Context: an optimization exercise on an open-source flow, tuned for small area. The choices shown serve that exercise and are no tape-out recipe.
Function not checked in this run: the RTL went through the layout flow alone.
Power is estimated from default activity; no workload was simulated.

File: design/flow/constraint.sdc
create_clock -name core_clock -period 9.0 [get_ports {clk}]
set_input_delay 1.8000 -clock core_clock [delete_from_list [all_inputs] [get_ports {clk}]]
set_output_delay 1.8000 -clock core_clock [all_outputs]
set_load 0.01 [all_outputs]
File: design/flow/config.mk
export PLATFORM = sky130hd
export DESIGN_NAME = sobel_accel
export DESIGN_NICKNAME = sobel_accel
export VERILOG_FILES = /design/flow/design.v
export SDC_FILE = /design/flow/constraint.sdc
export NUM_CORES = 4
export LEC_CHECK = 0
export CAP_MARGIN = 20
export CORE_MARGIN = 2
export CORE_UTILIZATION = 40
export SLEW_MARGIN = 20
File: design/flow/run.sh
#!/bin/bash
# synth_recipe.tcl (not shown) runs the flow's synth.tcl, then flattens the netlist and writes it again
# the make line also repeats each setting of config.mk as NAME=value (left out here)
make -C /OpenROAD-flow-scripts/flow DESIGN_CONFIG=/design/flow/config.mk WORK_HOME=/design/flow/orfs CLKGATE_MAP_FILE= SYNTH_SCRIPT=/design/flow/synth_recipe.tcl finish
File: design/flow/design.v
module SOBEL(
    input  wire [31:0] t, m, b,
    output wire [7:0] out0, out1
    );
    wire [7:0] t0 = t[31:24];
    wire [7:0] t1 = t[23:16];
    wire [7:0] t2 = t[15:8];
    wire [7:0] t3 = t[7:0];
    wire [7:0] m0 = m[31:24];
    wire [7:0] m1 = m[23:16];
    wire [7:0] m2 = m[15:8];
    wire [7:0] m3 = m[7:0];
    wire [7:0] b0 = b[31:24];
    wire [7:0] b1 = b[23:16];
    wire [7:0] b2 = b[15:8];
    wire [7:0] b3 = b[7:0];
    wire s1 = ~(t1[0] ^ ~b0[0]);
    wire c2 = t1[0] | ~b0[0];
    wire s3 = t1[1] ^ ~b0[1] ^ c2;
    wire c4 = (t1[1] & ~b0[1]) | (t1[1] & c2) | (~b0[1] & c2);
    wire s5 = t1[2] ^ ~b0[2] ^ c4;
    wire c6 = (t1[2] & ~b0[2]) | (t1[2] & c4) | (~b0[2] & c4);
    wire s7 = t1[3] ^ ~b0[3] ^ c6;
    wire c8 = (t1[3] & ~b0[3]) | (t1[3] & c6) | (~b0[3] & c6);
    wire s9 = t1[4] ^ ~b0[4] ^ c8;
    wire c10 = (t1[4] & ~b0[4]) | (t1[4] & c8) | (~b0[4] & c8);
    wire s11 = t1[5] ^ ~b0[5] ^ c10;
    wire c12 = (t1[5] & ~b0[5]) | (t1[5] & c10) | (~b0[5] & c10);
    wire s13 = t1[6] ^ ~b0[6] ^ c12;
    wire c14 = (t1[6] & ~b0[6]) | (t1[6] & c12) | (~b0[6] & c12);
    wire s15 = t1[7] ^ ~b0[7] ^ c14;
    wire c16 = (t1[7] & ~b0[7]) | (t1[7] & c14) | (~b0[7] & c14);
    wire [8:0] dd0 = {c16, s15, s13, s11, s9, s7, s5, s3, s1};
    wire s17 = ~(b1[0] ^ ~t0[0]);
    wire c18 = b1[0] | ~t0[0];
    wire s19 = b1[1] ^ ~t0[1] ^ c18;
    wire c20 = (b1[1] & ~t0[1]) | (b1[1] & c18) | (~t0[1] & c18);
    wire s21 = b1[2] ^ ~t0[2] ^ c20;
    wire c22 = (b1[2] & ~t0[2]) | (b1[2] & c20) | (~t0[2] & c20);
    wire s23 = b1[3] ^ ~t0[3] ^ c22;
    wire c24 = (b1[3] & ~t0[3]) | (b1[3] & c22) | (~t0[3] & c22);
    wire s25 = b1[4] ^ ~t0[4] ^ c24;
    wire c26 = (b1[4] & ~t0[4]) | (b1[4] & c24) | (~t0[4] & c24);
    wire s27 = b1[5] ^ ~t0[5] ^ c26;
    wire c28 = (b1[5] & ~t0[5]) | (b1[5] & c26) | (~t0[5] & c26);
    wire s29 = b1[6] ^ ~t0[6] ^ c28;
    wire c30 = (b1[6] & ~t0[6]) | (b1[6] & c28) | (~t0[6] & c28);
    wire s31 = b1[7] ^ ~t0[7] ^ c30;
    wire c32 = (b1[7] & ~t0[7]) | (b1[7] & c30) | (~t0[7] & c30);
    wire [8:0] ad0 = {c32, s31, s29, s27, s25, s23, s21, s19, s17};
    wire s33 = ~(t2[0] ^ ~b1[0]);
    wire c34 = t2[0] | ~b1[0];
    wire s35 = t2[1] ^ ~b1[1] ^ c34;
    wire c36 = (t2[1] & ~b1[1]) | (t2[1] & c34) | (~b1[1] & c34);
    wire s37 = t2[2] ^ ~b1[2] ^ c36;
    wire c38 = (t2[2] & ~b1[2]) | (t2[2] & c36) | (~b1[2] & c36);
    wire s39 = t2[3] ^ ~b1[3] ^ c38;
    wire c40 = (t2[3] & ~b1[3]) | (t2[3] & c38) | (~b1[3] & c38);
    wire s41 = t2[4] ^ ~b1[4] ^ c40;
    wire c42 = (t2[4] & ~b1[4]) | (t2[4] & c40) | (~b1[4] & c40);
    wire s43 = t2[5] ^ ~b1[5] ^ c42;
    wire c44 = (t2[5] & ~b1[5]) | (t2[5] & c42) | (~b1[5] & c42);
    wire s45 = t2[6] ^ ~b1[6] ^ c44;
    wire c46 = (t2[6] & ~b1[6]) | (t2[6] & c44) | (~b1[6] & c44);
    wire s47 = t2[7] ^ ~b1[7] ^ c46;
    wire c48 = (t2[7] & ~b1[7]) | (t2[7] & c46) | (~b1[7] & c46);
    wire [8:0] dd1 = {c48, s47, s45, s43, s41, s39, s37, s35, s33};
    wire s49 = ~(b2[0] ^ ~t1[0]);
    wire c50 = b2[0] | ~t1[0];
    wire s51 = b2[1] ^ ~t1[1] ^ c50;
    wire c52 = (b2[1] & ~t1[1]) | (b2[1] & c50) | (~t1[1] & c50);
    wire s53 = b2[2] ^ ~t1[2] ^ c52;
    wire c54 = (b2[2] & ~t1[2]) | (b2[2] & c52) | (~t1[2] & c52);
    wire s55 = b2[3] ^ ~t1[3] ^ c54;
    wire c56 = (b2[3] & ~t1[3]) | (b2[3] & c54) | (~t1[3] & c54);
    wire s57 = b2[4] ^ ~t1[4] ^ c56;
    wire c58 = (b2[4] & ~t1[4]) | (b2[4] & c56) | (~t1[4] & c56);
    wire s59 = b2[5] ^ ~t1[5] ^ c58;
    wire c60 = (b2[5] & ~t1[5]) | (b2[5] & c58) | (~t1[5] & c58);
    wire s61 = b2[6] ^ ~t1[6] ^ c60;
    wire c62 = (b2[6] & ~t1[6]) | (b2[6] & c60) | (~t1[6] & c60);
    wire s63 = b2[7] ^ ~t1[7] ^ c62;
    wire c64 = (b2[7] & ~t1[7]) | (b2[7] & c62) | (~t1[7] & c62);
    wire [8:0] ad1 = {c64, s63, s61, s59, s57, s55, s53, s51, s49};
    wire s65 = ~(t3[0] ^ ~b2[0]);
    wire c66 = t3[0] | ~b2[0];
    wire s67 = t3[1] ^ ~b2[1] ^ c66;
    wire c68 = (t3[1] & ~b2[1]) | (t3[1] & c66) | (~b2[1] & c66);
    wire s69 = t3[2] ^ ~b2[2] ^ c68;
    wire c70 = (t3[2] & ~b2[2]) | (t3[2] & c68) | (~b2[2] & c68);
    wire s71 = t3[3] ^ ~b2[3] ^ c70;
    wire c72 = (t3[3] & ~b2[3]) | (t3[3] & c70) | (~b2[3] & c70);
    wire s73 = t3[4] ^ ~b2[4] ^ c72;
    wire c74 = (t3[4] & ~b2[4]) | (t3[4] & c72) | (~b2[4] & c72);
    wire s75 = t3[5] ^ ~b2[5] ^ c74;
    wire c76 = (t3[5] & ~b2[5]) | (t3[5] & c74) | (~b2[5] & c74);
    wire s77 = t3[6] ^ ~b2[6] ^ c76;
    wire c78 = (t3[6] & ~b2[6]) | (t3[6] & c76) | (~b2[6] & c76);
    wire s79 = t3[7] ^ ~b2[7] ^ c78;
    wire c80 = (t3[7] & ~b2[7]) | (t3[7] & c78) | (~b2[7] & c78);
    wire [8:0] dd2 = {c80, s79, s77, s75, s73, s71, s69, s67, s65};
    wire s81 = ~(b3[0] ^ ~t2[0]);
    wire c82 = b3[0] | ~t2[0];
    wire s83 = b3[1] ^ ~t2[1] ^ c82;
    wire c84 = (b3[1] & ~t2[1]) | (b3[1] & c82) | (~t2[1] & c82);
    wire s85 = b3[2] ^ ~t2[2] ^ c84;
    wire c86 = (b3[2] & ~t2[2]) | (b3[2] & c84) | (~t2[2] & c84);
    wire s87 = b3[3] ^ ~t2[3] ^ c86;
    wire c88 = (b3[3] & ~t2[3]) | (b3[3] & c86) | (~t2[3] & c86);
    wire s89 = b3[4] ^ ~t2[4] ^ c88;
    wire c90 = (b3[4] & ~t2[4]) | (b3[4] & c88) | (~t2[4] & c88);
    wire s91 = b3[5] ^ ~t2[5] ^ c90;
    wire c92 = (b3[5] & ~t2[5]) | (b3[5] & c90) | (~t2[5] & c90);
    wire s93 = b3[6] ^ ~t2[6] ^ c92;
    wire c94 = (b3[6] & ~t2[6]) | (b3[6] & c92) | (~t2[6] & c92);
    wire s95 = b3[7] ^ ~t2[7] ^ c94;
    wire c96 = (b3[7] & ~t2[7]) | (b3[7] & c94) | (~t2[7] & c94);
    wire [8:0] ad2 = {c96, s95, s93, s91, s89, s87, s85, s83, s81};
    wire s97 = ~(m2[0] ^ ~m0[0]);
    wire c98 = m2[0] | ~m0[0];
    wire s99 = m2[1] ^ ~m0[1] ^ c98;
    wire c100 = (m2[1] & ~m0[1]) | (m2[1] & c98) | (~m0[1] & c98);
    wire s101 = m2[2] ^ ~m0[2] ^ c100;
    wire c102 = (m2[2] & ~m0[2]) | (m2[2] & c100) | (~m0[2] & c100);
    wire s103 = m2[3] ^ ~m0[3] ^ c102;
    wire c104 = (m2[3] & ~m0[3]) | (m2[3] & c102) | (~m0[3] & c102);
    wire s105 = m2[4] ^ ~m0[4] ^ c104;
    wire c106 = (m2[4] & ~m0[4]) | (m2[4] & c104) | (~m0[4] & c104);
    wire s107 = m2[5] ^ ~m0[5] ^ c106;
    wire c108 = (m2[5] & ~m0[5]) | (m2[5] & c106) | (~m0[5] & c106);
    wire s109 = m2[6] ^ ~m0[6] ^ c108;
    wire c110 = (m2[6] & ~m0[6]) | (m2[6] & c108) | (~m0[6] & c108);
    wire s111 = m2[7] ^ ~m0[7] ^ c110;
    wire c112 = (m2[7] & ~m0[7]) | (m2[7] & c110) | (~m0[7] & c110);
    wire [8:0] e0 = {c112, s111, s109, s107, s105, s103, s101, s99, s97};
    wire s113 = ~(m3[0] ^ ~m1[0]);
    wire c114 = m3[0] | ~m1[0];
    wire s115 = m3[1] ^ ~m1[1] ^ c114;
    wire c116 = (m3[1] & ~m1[1]) | (m3[1] & c114) | (~m1[1] & c114);
    wire s117 = m3[2] ^ ~m1[2] ^ c116;
    wire c118 = (m3[2] & ~m1[2]) | (m3[2] & c116) | (~m1[2] & c116);
    wire s119 = m3[3] ^ ~m1[3] ^ c118;
    wire c120 = (m3[3] & ~m1[3]) | (m3[3] & c118) | (~m1[3] & c118);
    wire s121 = m3[4] ^ ~m1[4] ^ c120;
    wire c122 = (m3[4] & ~m1[4]) | (m3[4] & c120) | (~m1[4] & c120);
    wire s123 = m3[5] ^ ~m1[5] ^ c122;
    wire c124 = (m3[5] & ~m1[5]) | (m3[5] & c122) | (~m1[5] & c122);
    wire s125 = m3[6] ^ ~m1[6] ^ c124;
    wire c126 = (m3[6] & ~m1[6]) | (m3[6] & c124) | (~m1[6] & c124);
    wire s127 = m3[7] ^ ~m1[7] ^ c126;
    wire c128 = (m3[7] & ~m1[7]) | (m3[7] & c126) | (~m1[7] & c126);
    wire [8:0] e1 = {c128, s127, s125, s123, s121, s119, s117, s115, s113};
    wire s129 = dd0[0] ^ dd1[0] ^ e0[0];
    wire c130 = (dd0[0] & dd1[0]) | (dd0[0] & e0[0]) | (dd1[0] & e0[0]);
    wire s131 = dd0[1] ^ dd1[1] ^ e0[1];
    wire c132 = (dd0[1] & dd1[1]) | (dd0[1] & e0[1]) | (dd1[1] & e0[1]);
    wire s133 = dd0[2] ^ dd1[2] ^ e0[2];
    wire c134 = (dd0[2] & dd1[2]) | (dd0[2] & e0[2]) | (dd1[2] & e0[2]);
    wire s135 = dd0[3] ^ dd1[3] ^ e0[3];
    wire c136 = (dd0[3] & dd1[3]) | (dd0[3] & e0[3]) | (dd1[3] & e0[3]);
    wire s137 = dd0[4] ^ dd1[4] ^ e0[4];
    wire c138 = (dd0[4] & dd1[4]) | (dd0[4] & e0[4]) | (dd1[4] & e0[4]);
    wire s139 = dd0[5] ^ dd1[5] ^ e0[5];
    wire c140 = (dd0[5] & dd1[5]) | (dd0[5] & e0[5]) | (dd1[5] & e0[5]);
    wire s141 = dd0[6] ^ dd1[6] ^ e0[6];
    wire c142 = (dd0[6] & dd1[6]) | (dd0[6] & e0[6]) | (dd1[6] & e0[6]);
    wire s143 = dd0[7] ^ dd1[7] ^ e0[7];
    wire c144 = (dd0[7] & dd1[7]) | (dd0[7] & e0[7]) | (dd1[7] & e0[7]);
    wire s145 = dd0[8] ^ dd1[8] ^ e0[8];
    wire c146 = (dd0[8] & dd1[8]) | (dd0[8] & e0[8]) | (dd1[8] & e0[8]);
    wire s147 = s131 ^ c130;
    wire c148 = s131 & c130;
    wire s149 = s133 ^ c132 ^ c148;
    wire c150 = (s133 & c132) | (s133 & c148) | (c132 & c148);
    wire s151 = s135 ^ c134 ^ c150;
    wire c152 = (s135 & c134) | (s135 & c150) | (c134 & c150);
    wire s153 = s137 ^ c136 ^ c152;
    wire c154 = (s137 & c136) | (s137 & c152) | (c136 & c152);
    wire s155 = s139 ^ c138 ^ c154;
    wire c156 = (s139 & c138) | (s139 & c154) | (c138 & c154);
    wire s157 = s141 ^ c140 ^ c156;
    wire c158 = (s141 & c140) | (s141 & c156) | (c140 & c156);
    wire s159 = s143 ^ c142 ^ c158;
    wire c160 = (s143 & c142) | (s143 & c158) | (c142 & c158);
    wire s161 = s145 ^ c144 ^ c160;
    wire c162 = (s145 & c144) | (s145 & c160) | (c144 & c160);
    wire s163 = c146 ^ c162;
    wire c164 = c146 & c162;
    wire [10:0] up0 = {c164, s163, s161, s159, s157, s155, s153, s151, s149, s147, s129};
    wire s165 = ad0[0] ^ ad1[0] ^ e0[0];
    wire c166 = (ad0[0] & ad1[0]) | (ad0[0] & e0[0]) | (ad1[0] & e0[0]);
    wire s167 = ad0[1] ^ ad1[1] ^ e0[1];
    wire c168 = (ad0[1] & ad1[1]) | (ad0[1] & e0[1]) | (ad1[1] & e0[1]);
    wire s169 = ad0[2] ^ ad1[2] ^ e0[2];
    wire c170 = (ad0[2] & ad1[2]) | (ad0[2] & e0[2]) | (ad1[2] & e0[2]);
    wire s171 = ad0[3] ^ ad1[3] ^ e0[3];
    wire c172 = (ad0[3] & ad1[3]) | (ad0[3] & e0[3]) | (ad1[3] & e0[3]);
    wire s173 = ad0[4] ^ ad1[4] ^ e0[4];
    wire c174 = (ad0[4] & ad1[4]) | (ad0[4] & e0[4]) | (ad1[4] & e0[4]);
    wire s175 = ad0[5] ^ ad1[5] ^ e0[5];
    wire c176 = (ad0[5] & ad1[5]) | (ad0[5] & e0[5]) | (ad1[5] & e0[5]);
    wire s177 = ad0[6] ^ ad1[6] ^ e0[6];
    wire c178 = (ad0[6] & ad1[6]) | (ad0[6] & e0[6]) | (ad1[6] & e0[6]);
    wire s179 = ad0[7] ^ ad1[7] ^ e0[7];
    wire c180 = (ad0[7] & ad1[7]) | (ad0[7] & e0[7]) | (ad1[7] & e0[7]);
    wire s181 = ad0[8] ^ ad1[8] ^ e0[8];
    wire c182 = (ad0[8] & ad1[8]) | (ad0[8] & e0[8]) | (ad1[8] & e0[8]);
    wire s183 = s167 ^ c166;
    wire c184 = s167 & c166;
    wire s185 = s169 ^ c168 ^ c184;
    wire c186 = (s169 & c168) | (s169 & c184) | (c168 & c184);
    wire s187 = s171 ^ c170 ^ c186;
    wire c188 = (s171 & c170) | (s171 & c186) | (c170 & c186);
    wire s189 = s173 ^ c172 ^ c188;
    wire c190 = (s173 & c172) | (s173 & c188) | (c172 & c188);
    wire s191 = s175 ^ c174 ^ c190;
    wire c192 = (s175 & c174) | (s175 & c190) | (c174 & c190);
    wire s193 = s177 ^ c176 ^ c192;
    wire c194 = (s177 & c176) | (s177 & c192) | (c176 & c192);
    wire s195 = s179 ^ c178 ^ c194;
    wire c196 = (s179 & c178) | (s179 & c194) | (c178 & c194);
    wire s197 = s181 ^ c180 ^ c196;
    wire c198 = (s181 & c180) | (s181 & c196) | (c180 & c196);
    wire s199 = c182 ^ c198;
    wire c200 = c182 & c198;
    wire [10:0] uq0 = {c200, s199, s197, s195, s193, s191, s189, s187, s185, s183, s165};
    wire s201 = dd1[0] ^ dd2[0] ^ e1[0];
    wire c202 = (dd1[0] & dd2[0]) | (dd1[0] & e1[0]) | (dd2[0] & e1[0]);
    wire s203 = dd1[1] ^ dd2[1] ^ e1[1];
    wire c204 = (dd1[1] & dd2[1]) | (dd1[1] & e1[1]) | (dd2[1] & e1[1]);
    wire s205 = dd1[2] ^ dd2[2] ^ e1[2];
    wire c206 = (dd1[2] & dd2[2]) | (dd1[2] & e1[2]) | (dd2[2] & e1[2]);
    wire s207 = dd1[3] ^ dd2[3] ^ e1[3];
    wire c208 = (dd1[3] & dd2[3]) | (dd1[3] & e1[3]) | (dd2[3] & e1[3]);
    wire s209 = dd1[4] ^ dd2[4] ^ e1[4];
    wire c210 = (dd1[4] & dd2[4]) | (dd1[4] & e1[4]) | (dd2[4] & e1[4]);
    wire s211 = dd1[5] ^ dd2[5] ^ e1[5];
    wire c212 = (dd1[5] & dd2[5]) | (dd1[5] & e1[5]) | (dd2[5] & e1[5]);
    wire s213 = dd1[6] ^ dd2[6] ^ e1[6];
    wire c214 = (dd1[6] & dd2[6]) | (dd1[6] & e1[6]) | (dd2[6] & e1[6]);
    wire s215 = dd1[7] ^ dd2[7] ^ e1[7];
    wire c216 = (dd1[7] & dd2[7]) | (dd1[7] & e1[7]) | (dd2[7] & e1[7]);
    wire s217 = dd1[8] ^ dd2[8] ^ e1[8];
    wire c218 = (dd1[8] & dd2[8]) | (dd1[8] & e1[8]) | (dd2[8] & e1[8]);
    wire s219 = s203 ^ c202;
    wire c220 = s203 & c202;
    wire s221 = s205 ^ c204 ^ c220;
    wire c222 = (s205 & c204) | (s205 & c220) | (c204 & c220);
    wire s223 = s207 ^ c206 ^ c222;
    wire c224 = (s207 & c206) | (s207 & c222) | (c206 & c222);
    wire s225 = s209 ^ c208 ^ c224;
    wire c226 = (s209 & c208) | (s209 & c224) | (c208 & c224);
    wire s227 = s211 ^ c210 ^ c226;
    wire c228 = (s211 & c210) | (s211 & c226) | (c210 & c226);
    wire s229 = s213 ^ c212 ^ c228;
    wire c230 = (s213 & c212) | (s213 & c228) | (c212 & c228);
    wire s231 = s215 ^ c214 ^ c230;
    wire c232 = (s215 & c214) | (s215 & c230) | (c214 & c230);
    wire s233 = s217 ^ c216 ^ c232;
    wire c234 = (s217 & c216) | (s217 & c232) | (c216 & c232);
    wire s235 = c218 ^ c234;
    wire c236 = c218 & c234;
    wire [10:0] up1 = {c236, s235, s233, s231, s229, s227, s225, s223, s221, s219, s201};
    wire s237 = ad1[0] ^ ad2[0] ^ e1[0];
    wire c238 = (ad1[0] & ad2[0]) | (ad1[0] & e1[0]) | (ad2[0] & e1[0]);
    wire s239 = ad1[1] ^ ad2[1] ^ e1[1];
    wire c240 = (ad1[1] & ad2[1]) | (ad1[1] & e1[1]) | (ad2[1] & e1[1]);
    wire s241 = ad1[2] ^ ad2[2] ^ e1[2];
    wire c242 = (ad1[2] & ad2[2]) | (ad1[2] & e1[2]) | (ad2[2] & e1[2]);
    wire s243 = ad1[3] ^ ad2[3] ^ e1[3];
    wire c244 = (ad1[3] & ad2[3]) | (ad1[3] & e1[3]) | (ad2[3] & e1[3]);
    wire s245 = ad1[4] ^ ad2[4] ^ e1[4];
    wire c246 = (ad1[4] & ad2[4]) | (ad1[4] & e1[4]) | (ad2[4] & e1[4]);
    wire s247 = ad1[5] ^ ad2[5] ^ e1[5];
    wire c248 = (ad1[5] & ad2[5]) | (ad1[5] & e1[5]) | (ad2[5] & e1[5]);
    wire s249 = ad1[6] ^ ad2[6] ^ e1[6];
    wire c250 = (ad1[6] & ad2[6]) | (ad1[6] & e1[6]) | (ad2[6] & e1[6]);
    wire s251 = ad1[7] ^ ad2[7] ^ e1[7];
    wire c252 = (ad1[7] & ad2[7]) | (ad1[7] & e1[7]) | (ad2[7] & e1[7]);
    wire s253 = ad1[8] ^ ad2[8] ^ e1[8];
    wire c254 = (ad1[8] & ad2[8]) | (ad1[8] & e1[8]) | (ad2[8] & e1[8]);
    wire s255 = s239 ^ c238;
    wire c256 = s239 & c238;
    wire s257 = s241 ^ c240 ^ c256;
    wire c258 = (s241 & c240) | (s241 & c256) | (c240 & c256);
    wire s259 = s243 ^ c242 ^ c258;
    wire c260 = (s243 & c242) | (s243 & c258) | (c242 & c258);
    wire s261 = s245 ^ c244 ^ c260;
    wire c262 = (s245 & c244) | (s245 & c260) | (c244 & c260);
    wire s263 = s247 ^ c246 ^ c262;
    wire c264 = (s247 & c246) | (s247 & c262) | (c246 & c262);
    wire s265 = s249 ^ c248 ^ c264;
    wire c266 = (s249 & c248) | (s249 & c264) | (c248 & c264);
    wire s267 = s251 ^ c250 ^ c266;
    wire c268 = (s251 & c250) | (s251 & c266) | (c250 & c266);
    wire s269 = s253 ^ c252 ^ c268;
    wire c270 = (s253 & c252) | (s253 & c268) | (c252 & c268);
    wire s271 = c254 ^ c270;
    wire c272 = c254 & c270;
    wire [10:0] uq1 = {c272, s271, s269, s267, s265, s263, s261, s259, s257, s255, s237};
    wire big_p0 = up0[10] | (up0[9] & up0[8] & up0[7]);
    wire sml_p0 = ~up0[10] & (~up0[9] | (~up0[8] & (~up0[7] | ~|up0[6:0])));
    wire neg_p0 = ~up0[8];
    wire big_q0 = uq0[10] | (uq0[9] & uq0[8] & uq0[7]);
    wire sml_q0 = ~uq0[10] & (~uq0[9] | (~uq0[8] & (~uq0[7] | ~|uq0[6:0])));
    wire neg_q0 = ~uq0[8];
    wire sat0 = big_p0 | sml_p0 | big_q0 | sml_q0;
    wire [6:0] ap0 = neg_p0 ? -up0[6:0] : up0[6:0];
    wire [6:0] aq0 = neg_q0 ? -uq0[6:0] : uq0[6:0];
    wire [6:0] mx0 = (ap0 > aq0) ? ap0 : aq0;
    assign out0 = sat0 ? 8'hff : {mx0, 1'b0};
    wire big_p1 = up1[10] | (up1[9] & up1[8] & up1[7]);
    wire sml_p1 = ~up1[10] & (~up1[9] | (~up1[8] & (~up1[7] | ~|up1[6:0])));
    wire neg_p1 = ~up1[8];
    wire big_q1 = uq1[10] | (uq1[9] & uq1[8] & uq1[7]);
    wire sml_q1 = ~uq1[10] & (~uq1[9] | (~uq1[8] & (~uq1[7] | ~|uq1[6:0])));
    wire neg_q1 = ~uq1[8];
    wire sat1 = big_p1 | sml_p1 | big_q1 | sml_q1;
    wire [6:0] ap1 = neg_p1 ? -up1[6:0] : up1[6:0];
    wire [6:0] aq1 = neg_q1 ? -uq1[6:0] : uq1[6:0];
    wire [6:0] mx1 = (ap1 > aq1) ? ap1 : aq1;
    assign out1 = sat1 ? 8'hff : {mx1, 1'b0};
endmodule
module sobel_accel(
        input   wire    [ 2:0]   addr,
        output  wire    [31:0]   rdata,
        input   wire    [31:0]   wdata,
        input   wire             cs,
        input   wire             read,
        input   wire             write,
        input   wire             clk,
        input   wire             rst
);
    reg [31:0] data0, data1, data2, data3, data4, data5;
    always @(posedge clk)
        if (cs & write)
            case (addr)
                3'd0: data0 <= wdata;
                3'd1: data1 <= wdata;
                3'd2: data2 <= wdata;
                3'd3: data3 <= wdata;
                3'd4: data4 <= wdata;
                3'd5: data5 <= wdata;
            endcase
    reg [2:0] ra;
    always @(posedge clk) ra <= addr;
    wire hi_ab = (ra == 3'd7);
    wire hi_cd = ra[2] & (ra[0] | ~ra[1]);       
    wire [31:0] ra_ = hi_ab ? data2 : data0;
    wire [31:0] rb_ = hi_ab ? data3 : data1;
    wire [31:0] rc_ = hi_cd ? data4 : data2;
    wire [31:0] rd_ = hi_cd ? data5 : data3;
    wire [7:0] s00, s01, s10, s11;
    SOBEL U0 (.t(ra_), .m(rb_), .b(rc_), .out0(s00), .out1(s01));
    SOBEL U1 (.t(rb_), .m(rc_), .b(rd_), .out0(s10), .out1(s11));
    wire [31:0] res = {s00, s01, s10, s11};
    assign rdata = (ra[2] & ra[1]) ? res :
                   ra[0] ? ((ra[2] | ra[1]) ? rd_ : rb_)
                         : ((ra[2] | ra[1]) ? rc_ : ra_);
endmodule
==> impl_metrics.env <==
export IMPL_synth_edff_count=192
export IMPL_check_faults="negative setup slack"
export IMPL_grt_pass1_vias=13950
export IMPL_setup_viol=32
export IMPL_total_power_mw=11.32
export IMPL_cp_required_ps=7200
export IMPL_yosysSeqAreaShare_pct=32.95
export IMPL_ys_flop_type="edfxtp_1"
export IMPL_vias=13490
export IMPL_syn_avg_cell_area_um2=11.36
export IMPL_post_route_drc_count=0
export IMPL_die_area_um2=45900
export IMPL_slowest_stage="fa_2"
export IMPL_fill_cells=3740
export IMPL_drive_gt1_share_pct=43.69
export IMPL_multi_input_area_um2=12380
export IMPL_hold_class="in2reg"
export IMPL_synth_largest_area_cell="edfxtp_1"
export IMPL_ys_ff_latch=195
export IMPL_ant_nets=0
export IMPL_finalNonFillerCells=2605
export IMPL_dpl_hpwl_um=45370
export IMPL_endpoint="rdata[25]"
export IMPL_critPathMaxStageDelay_ps=680
export IMPL_grt_pass1_wl_um=84640
export IMPL_fin_nets=2290
export IMPL_clockBufferDepth=2
export IMPL_netlist_instances=1556
export IMPL_gp_congestion=0.9518
export IMPL_cp_common_cell="fa_2"
export IMPL_overflow=0
export IMPL_antenna_found_initial=1
export IMPL_final_min_clock_period_ps=9915
export IMPL_synthesis_nets=1847
export IMPL_critPathArrivalTime_ps=8110
export IMPL_area_growth_pct=37.53
export IMPL_p_leak_nw=10.12
export IMPL_yosys_top_cells_count="inv_1, edfxtp_1, fa_1, nand2_1, xnor2_1"
export IMPL_yosysMostFrequentCell="inv_1"
export IMPL_wl_per_cell_um=22.09
export IMPL_ys_types=61
export IMPL_synthArstFlopShare_pct=0
export IMPL_start_util_pct=40.25
export IMPL_critical_path_class="reg2out"
export IMPL_die_w_um=214.2
export IMPL_path_max_fanout=8
export IMPL_path_clk_slew_ps=70
export IMPL_fp_row_count=77
export IMPL_fmax_mhz=100.9
export IMPL_cts_hold_buf=0
export IMPL_worstMarginPinSlew_ps=1174
export IMPL_synth_warning_count=1
export IMPL_root_buffer="clkbuf_16"
export IMPL_fin_util_pct=55.35
export IMPL_ioPinCount=72
export IMPL_relSlewSlack_pct=21.71
export IMPL_die_y_um=214.2
export IMPL_via_per_inst=5.180
export IMPL_grt_start_max_net_pins=64
export IMPL_rsz0062_at_grt="true"
export IMPL_io_buffers=69
export IMPL_seq_area_um2=5832
export IMPL_cts_inserted_buffers=17
export IMPL_setup_tns_final_ps=-23300
export IMPL_htreeDepth=4
export IMPL_status="complete, but fails checks"
export IMPL_drt_pre_antenna_iters=5
export IMPL_cp_end_kind="output port"
export IMPL_tritoncts="done"
export IMPL_wirelength_um=57560
export IMPL_synth_top_area_share_pct=32.61
export IMPL_cap_violations=0
export IMPL_dp_cells=2469
export IMPL_dr_first_iter_drc_count=1107
export IMPL_cts_sinks=195
export IMPL_drv_slew=0
export IMPL_p_per_area_nw_per_um2=465.6
export IMPL_finalHoldViolations=0
export IMPL_core_um2=43930
export IMPL_synthTopCellsByArea="edfxtp_1, fa_1, mux2i_1"
export IMPL_start_kind="flip-flop"
export IMPL_postLayoutSetupSlackWorst_ps=-914.6
export IMPL_ir_drop_uv=529.8
export IMPL_fin_crit_sh_pct=110.2
export IMPL_timing_hold_ws_ps=1882
export IMPL_grt_usage_pct=24.99
export IMPL_netlist_area_um2=17680
export IMPL_cp_startpoint="ra[1]"
## power breakdown
group          leakage, nW  total (mW)  switching, mW  internal [mW]
combinational         8.06        9.52           4.56           4.97
sequential            1.76        1.03        0.00989           1.02
clock                0.295       0.772          0.373          0.399
## layer usage
| layer | track usage, % | part of all wire (%) | up-vias |
|---|---|---|---|
| met5 | 0 | 0 | - |
| met4 | 4.722 | 1.7 | 0 |
| met3 | 3.092 | 6.0 | 52 |
| met2 | 40.17 | 46 | 431 |
| met1 | 36.67 | 46 | 6818 |
| li1 | - | - | 6193 |
## final cells by class
type,instances,area share (%)
clock buffer,17,1.750
antenna,1,0.01029
inverter,233,3.597
multi-input combinational,1068,50.90
sequential,195,23.98
timing repair buffer,484,15.93
tap,592,3.046
clock inverter,15,0.7873
## critical path, delay by kind of cell (launching register included)
| family | cells | cell delay [ps] |
|---|---|---|
| buffers and inverters | 11 | 1420 |
| AND/OR/NAND/NOR | 1 | 120 |
| AO/OA/AOI/OAI | 5 | 920 |
| XOR/XNOR | 1 | 330 |
| multiplexers | 1 | 260 |
| flip-flops | 1 | 330 |
| adder cells (fa/ha/maj) | 11 | 4260 |
## sequential cells by signal, indices dropped and copies added (netlist names)
signal,flops
data0,32
data1,32
data2,32
data3,32
data4,32
data5,32
ra,3
## stage by stage
stage,instance area [um^2],setup WS [ps]
6_report,24320,-914.6
5_1_grt,24310,-1149
4_1_cts,23890,-927.9
3_5_place_dp,21900,-1098
3_3_place_gp,21900,-1027
2_1_floorplan,18450,-117.0
## cells by family after synthesis
logic type / count (synthesis) / share of synthesized area [%]
adders and majority gates: 281 / 27.62
buffers and inverters: 294 / 6.652
AOI/OAI and AO/OA: 241 / 9.631
muxes: 140 / 8.308
xor gates and xnor gates: 151 / 7.692
and+or+nand+nor: 254 / 7.147
DFF: 195 / 32.95
## worst min-delay path by stage
stage,start,end,cells after the start
6_report,addr[1],ra[1],1
4_1_cts,addr[1],ra[1],1
5_1_grt,addr[1],ra[1],1
3_5_place_dp,addr[1],ra[1],1
3_3_place_gp,addr[1],ra[1],1
2_1_floorplan,addr[0],ra[0],0
## cells in the final DEF (no fill, tap or decap), types with 36 or more instances in the layout
cell type and count:
buf_4 376, inv_1 209, edfxtp_1 192, fa_2 110, nand2_1 105, xnor2_1 86
fa_1 82, mux2i_1 63, ha_1 43, nor2_1 40, mux2_2 39, clkdlybuf4s50_1 37
buf_6 36
## what timing repair did
item	4_1_cts	5_1_grt
gates cloned	2	0
hold endpoints to repair	0	0
buffers inserted	84	18
resized for setup	332	60
endpoints found under the setup margin	32	32
pin swaps	142	71

[afterwards: timing with drivers on the ports]
In the flow no input, the clock included, has a driving cell. The finished layout below was timed again as built, in two steps.
Step 1: set_driving_cell puts a clkbuf_16 on clk and a buf_2 on each other input, an assumption about the parent block.
Step 2 adds t to the input delays and takes it off the output delays; t is the mean of the earliest and latest rising clock arrival at the registers after step 1. Input paths then give back, and output paths get back, about the clock's delay inside the block.
Three values: no drivers, after step 1, after step 2; two values: the first two.
t (ns): 0.505
slack for setup (ns): -0.915 / -0.964 / -0.459
worst hold slack (ns): 1.882 / 1.853 / 2.358
slew at the worst register clock pin (ns): 0.08 / 0.08
The setup slack of this run moves by -0.049 ns with the drivers and by +0.456 ns with both steps.
